This design comes from an exercise in tuning for small area, a short achievable clock period and few clock cycles on the open sky130 flow, not from production work.
Power figures rest on the tool's default switching activity, not on a simulated workload.

== job 8592 ==
## tqvp_CORDIC
module tqvp_CORDIC (
    input         clk,
    input         rst_n,
    input  [7:0]  ui_in,
    output [7:0]  uo_out,
    input [5:0]   address,
    input [31:0]  data_in,
    input [1:0]   data_write_n,
    input [1:0]   data_read_n,
    output [31:0] data_out,
    output        data_ready,
    output        user_interrupt
);
For scale: roughly 1500 cells after synthesis, roughly 100 flip-flops, ~94 I/O pins.
==> module CORDIC, before the edit <==
module CORDIC (
    input             clk,
    input             rst_n,
    input             start,
    input      [1:0]  mode_in,
    input             rot_in,
    input      [4:0]  s,
    input      [15:0] A,
    input      [15:0] B,
    input             rd4,       
    input             rd5,       
    output     [15:0] rdata,     
    output     [1:0]  status,
    output reg        done
);
    localparam signed [15:0] K_INV_Q = 16'sd9949;
    localparam signed [15:0] K_HYP   = 16'b0100110101001000;
    reg  [1:0] mode;
    reg        rot;
    reg        busy, fin;
    reg  [3:0] cnt;
    reg  [3:0] k;
    reg  signed [15:0] x, y, z;
    wire lin  = (mode == 2'b01);
    wire hyp  = (mode == 2'b10);
    wire circ = (mode == 2'b00);
    reg        rep;
    wire [3:0] sh = cnt;
    function [3:0] msb_abs;
        input [15:0] v;
        reg [15:0] u, c;
        reg t;
        integer i;
        begin
            u = v ^ {16{v[15]}};
            t = v[15];
            for (i = 0; i < 16; i = i + 1) begin
                c[i] = u[i] | t;
                t = t & u[i];
            end
            msb_abs = 4'd0;
            for (i = 0; i < 16; i = i + 1)
                if (c[i]) msb_abs = i[3:0];
        end
    endfunction
    wire [3:0] msb_v = msb_abs(busy ? A : B);
    wire [4:0] k_mul = ({1'b0, msb_v} > s) ? ({1'b0, msb_v} - s) : 5'd0;
    wire [3:0] k_new = rot_in ? k_mul[3:0] : msb_v;
    wire [3:0] k_div = (k > msb_v) ? (k - msb_v) : 4'd0;
    reg pre, pre1;    
    function [15:0] rev16;
        input [15:0] v;
        integer i;
        begin
            for (i = 0; i < 16; i = i + 1) rev16[i] = v[15 - i];
        end
    endfunction
    wire signed [15:0] x_s = x >>> sh;
    wire        [15:0] ysh_in = busy ? y : rev16(y);
    wire        [31:0] ysh_ext = {{16{busy & y[15]}}, ysh_in} >> cnt;
    wire        [15:0] y_s = ysh_ext[15:0];
    wire [15:0] ang;
    CORDIC_angles_ROM_comb angles_rom (.which_angle(sh), .hyp(hyp), .angle_out(ang));
    wire [3:0] kk  = rot ? 4'd0 : k;
    wire [5:0] e   = {1'b0, s} + {2'b0, kk} - {2'b0, sh};
    wire [15:0] alpha = (({1'b0, sh} <= s) && (e < 6'd16)) ? (16'd1 << e[3:0]) : 16'd0;
    wire [15:0] dz = lin ? alpha : ang;
    wire sigma = rot ? ~z[15] : y[15];
    wire [15:0] nx, ny, nz;
    CORDIC_iteration iter_stage (
        .x(x), .y(y), .z(z), .x_s(x_s), .y_s(y_s), .delta_z(dz),
        .sigma(sigma), .hyp(hyp),
        .next_x(nx), .next_y(ny), .next_z(nz)
    );
    wire last = ~pre & (cnt == 4'd11);
    always @(posedge clk) begin
        if (!rst_n) begin
            busy <= 1'b0;
            fin  <= 1'b0;
            done <= 1'b0;
        end else begin
            done <= busy & last;
            if (start) begin
                busy <= 1'b1;
                fin  <= 1'b0;
            end else if (busy & last) begin
                busy <= 1'b0;
                fin  <= 1'b1;
            end
        end
    end
    always @(posedge clk) begin
        if (start) begin
            mode <= mode_in;
            rot  <= rot_in;
            k    <= k_new;
            cnt  <= (mode_in == 2'b01) ? k_new :
                    (mode_in == 2'b10) ? 4'd1 : 4'd0;
            pre  <= (mode_in == 2'b01);
            pre1 <= (mode_in == 2'b01) & ~rot_in;
            rep  <= 1'b0;
            x <= (rot_in && mode_in != 2'b01) ?
                     ((mode_in == 2'b10) ? K_HYP : K_INV_Q) : A;
            y <= (rot_in && mode_in != 2'b01) ? 16'd0 : B;
            z <= rot_in ? A : 16'd0;
        end else if (busy) begin
            if (pre1) begin
                pre1 <= 1'b0;
                k    <= k_div;
                cnt  <= k_div;
            end else if (pre) begin
                pre <= 1'b0;
                cnt <= 4'd0;
                y <= rot ? 16'd0 : y_s;
                if (rot) z <= y_s;
            end else begin
                if (last)
                    cnt <= k;
                else if (hyp && cnt == 4'd4 && !rep)
                    rep <= 1'b1;
                else
                    cnt <= cnt + 4'd1;
                if (!lin) x <= nx;
                y <= ny;
                z <= nz;
            end
        end
    end
    wire m3   = (mode == 2'b11);
    wire r4   = rd4 & ~m3;
    wire r5   = rd5 & ~m3;
    wire s_x  = r4 & ~lin;
    wire s_yl = r4 & lin & rot;
    wire s_z  = (r4 & lin & ~rot) | (r5 & ~(rot ^ lin));
    wire s_y  = r5 & (rot ^ lin);
    assign rdata = ({16{s_x}} & x) | ({16{s_yl}} & rev16(y_s)) |
                   ({16{s_z}} & z) | ({16{s_y}} & y);
    assign status = {fin, busy};
endmodule
==> module tqvp_CORDIC, before the edit <==
module tqvp_CORDIC (
    input         clk,
    input         rst_n,
    input  [7:0]  ui_in,
    output [7:0]  uo_out,
    input [5:0]   address,
    input [31:0]  data_in,
    input [1:0]   data_write_n,
    input [1:0]   data_read_n,
    output [31:0] data_out,
    output        data_ready,
    output        user_interrupt
);
    reg  [15:0] A, B;
    reg  [4:0]  shift;
    wire [15:0] rdata;
    wire [1:0]  status;
    wire        done;
    wire wr    = (data_write_n != 2'b11);
    wire wr_hi = (data_write_n[1] != data_write_n[0]);
    wire start = wr && (address == 6'h0) && data_in[0];
    always @(posedge clk) begin
        if (!rst_n) begin
            A     <= 16'd0;
            B     <= 16'd0;
            shift <= 5'd11;
        end else begin
            if (address == 6'h1 && wr)    A[7:0]  <= data_in[7:0];
            if (address == 6'h1 && wr_hi) A[15:8] <= data_in[15:8];
            if (address == 6'h2 && wr)    B[7:0]  <= data_in[7:0];
            if (address == 6'h2 && wr_hi) B[15:8] <= data_in[15:8];
            if (address == 6'h3 && wr)    shift   <= data_in[4:0];
        end
    end
    CORDIC cordic_module (
        .clk(clk), .rst_n(rst_n),
        .start(start), .mode_in(data_in[2:1]), .rot_in(data_in[3]),
        .s(shift), .A(A), .B(B),
        .rd4(sel4), .rd5(sel5), .rdata(rdata), .status(status), .done(done)
    );
    wire hi0  = (address[5:3] == 3'b000);
    wire sel0 = hi0 & (address[2:0] == 3'b000);
    wire sel4 = hi0 & (address[2:0] == 3'b100);
    wire sel5 = hi0 & (address[2:0] == 3'b101);
    wire sel6 = hi0 & (address[2:0] == 3'b110);
    assign data_out = ({32{sel0}} & 32'hbadcaffe) |
                      {16'b0, rdata} |
                      {30'b0, {2{sel6}} & status};
    assign data_ready     = 1'b1;
    assign user_interrupt = done;
    assign uo_out         = {6'b0, status};
    wire _unused = &{data_read_n, ui_in, data_in[31:16], 1'b0};
endmodule
==> flow/config.mk <==
export PLATFORM = sky130hd
export DESIGN_NAME = tqvp_CORDIC
export DESIGN_NICKNAME = tqvp_CORDIC
export VERILOG_FILES = /design/flow/design.v
export SDC_FILE = /design/flow/constraint.sdc
export NUM_CORES = 4
export LEC_CHECK = 0
export ABC_AREA = 1
export CAP_MARGIN = 20
export CORE_MARGIN = 2
export CORE_UTILIZATION = 60
export SETUP_SLACK_MARGIN = 5
export SLEW_MARGIN = 20
export TNS_END_PERCENT = 100
==> flow/constraint.sdc <==
create_clock -name core_clock -period 12.0 [get_ports {clk}]
set_input_delay 2.4000 -clock core_clock [delete_from_list [all_inputs] [get_ports {clk}]]
set_output_delay 2.4000 -clock core_clock [all_outputs]
set_load 0.01 [all_outputs]
standard.sh (not shown) runs the stock make flow with config.mk's settings and CLKGATE_MAP_FILE= SYNTH_SCRIPT=/design/flow/synth_recipe.tcl, a recipe that flattens the netlist after the stock synthesis.
==> flow/flow/run.sh <==
#!/bin/bash
set -euo pipefail
bash standard.sh SETUP_SLACK_MARGIN=6 finish > flow_make.log 2>&1
[inputs] job 5182 vs job 8592
diff --git a/flow/design.v b/flow/design.v
--- a/flow/design.v
+++ b/flow/design.v
@@ -72,10 +72,10 @@
     input      [4:0]  s,
     input      [15:0] A,
     input      [15:0] B,
-    input             rd4,       
-    input             rd5,       
-    output     [15:0] rdata,     
+    output     [15:0] out1,
+    output     [15:0] out2,
     output     [1:0]  status,
+    output            zero_out,
     output reg        done
 );
     localparam signed [15:0] K_INV_Q = 16'sd9949;
@@ -191,16 +191,10 @@
             end
         end
     end
-    wire m3   = (mode == 2'b11);
-    wire r4   = rd4 & ~m3;
-    wire r5   = rd5 & ~m3;
-    wire s_x  = r4 & ~lin;
-    wire s_yl = r4 & lin & rot;
-    wire s_z  = (r4 & lin & ~rot) | (r5 & ~(rot ^ lin));
-    wire s_y  = r5 & (rot ^ lin);
-    assign rdata = ({16{s_x}} & x) | ({16{s_yl}} & rev16(y_s)) |
-                   ({16{s_z}} & z) | ({16{s_y}} & y);
+    assign out1   = lin ? (rot ? rev16(y_s) : z) : x;
+    assign out2   = (rot ^ lin) ? y : z;
     assign status = {fin, busy};
+    assign zero_out = (mode == 2'b11);
 endmodule
 `default_nettype none
 module tqvp_CORDIC (
@@ -218,9 +212,10 @@
 );
     reg  [15:0] A, B;
     reg  [4:0]  shift;
-    wire [15:0] rdata;
+    wire [15:0] out1, out2;
     wire [1:0]  status;
     wire        done;
+    wire        zero_out;    
     wire wr    = (data_write_n != 2'b11);
     wire wr_hi = (data_write_n[1] != data_write_n[0]);
     wire start = wr && (address == 6'h0) && data_in[0];
@@ -241,15 +236,15 @@
         .clk(clk), .rst_n(rst_n),
         .start(start), .mode_in(data_in[2:1]), .rot_in(data_in[3]),
         .s(shift), .A(A), .B(B),
-        .rd4(sel4), .rd5(sel5), .rdata(rdata), .status(status), .done(done)
+        .out1(out1), .out2(out2), .status(status), .zero_out(zero_out), .done(done)
     );
-    wire hi0  = (address[5:3] == 3'b000);
-    wire sel0 = hi0 & (address[2:0] == 3'b000);
-    wire sel4 = hi0 & (address[2:0] == 3'b100);
-    wire sel5 = hi0 & (address[2:0] == 3'b101);
-    wire sel6 = hi0 & (address[2:0] == 3'b110);
+    wire hi0   = (address[5:3] == 3'b000);
+    wire sel0  = hi0 & (address[2:0] == 3'b000);
+    wire sel45 = hi0 & (address[2:1] == 2'b10) & ~zero_out;
+    wire sel6  = hi0 & (address[2:0] == 3'b110);
+    wire [15:0] out12 = address[0] ? out2 : out1;
     assign data_out = ({32{sel0}} & 32'hbadcaffe) |
-                      {16'b0, rdata} |
+                      {16'b0, {16{sel45}} & out12} |
                       {30'b0, {2{sel6}} & status};
     assign data_ready     = 1'b1;
     assign user_interrupt = done;
Notes after the runs:
Each of the runs, namely job 8592 and job 5182, reached the end of the flow and came out clean. Job 5182: weighted congestion reported at the end of routability-driven placement 0.034 below job 8592. Against job 8592, die area in job 5182 rose slightly. Looking at number of cells in the finished layout apart from fillers, job 5182 sits 65 higher than job 8592 does. Re minimum period implied by the final worst setup slack: job 5182 is 190 ps down on job 8592. In the flow results for job 8592 and job 5182, the smallest hold slack is smaller on job 5182. Sequential share of layout area: job 5182 lower than job 8592. Going from job 8592 to job 5182, total design power has increased, average wire per cell in the routed design has increased. Compare job 8592 and job 5182 | placed cell count higher: job 5182. From job 8592 to job 5182 the numbers moved as follows: switching power as a share of total power went down by 0.79 points; count of cells along the worst register-to-register path went down by about 3%.
No functional check of the RTL was part of any run of this note.

==> what the ideal ports hide <==
The flow's constraints put no driver on any port. The routed layouts listed below were extracted and timed again, unchanged, in two steps.
Step 1, drivers: a clkbuf_16 drives clk and a buf_2 each remaining input, both assumed.
Step 2 also shifts input and output timing later by t, the mid clock arrival at the registers, as if the neighbouring blocks saw the same clock.
Three values: ideal ports, drivers, drivers and shift; two values: the first two.
| run | t (ns) | setup slack, ns | worst setup path at the end |
|---|---|---|---|
| job 8592 | 0.406 | 5.669 / 5.638 / 5.638 | input to output |
| job 5182 | 0.391 | 5.863 / 5.830 / 5.830 | input to output |
After both steps setup and hold are still met in every run listed. For job 5182, which loses most, drivers alone change the setup slack by -0.033 ns; drivers and shift together by -0.033 ns.
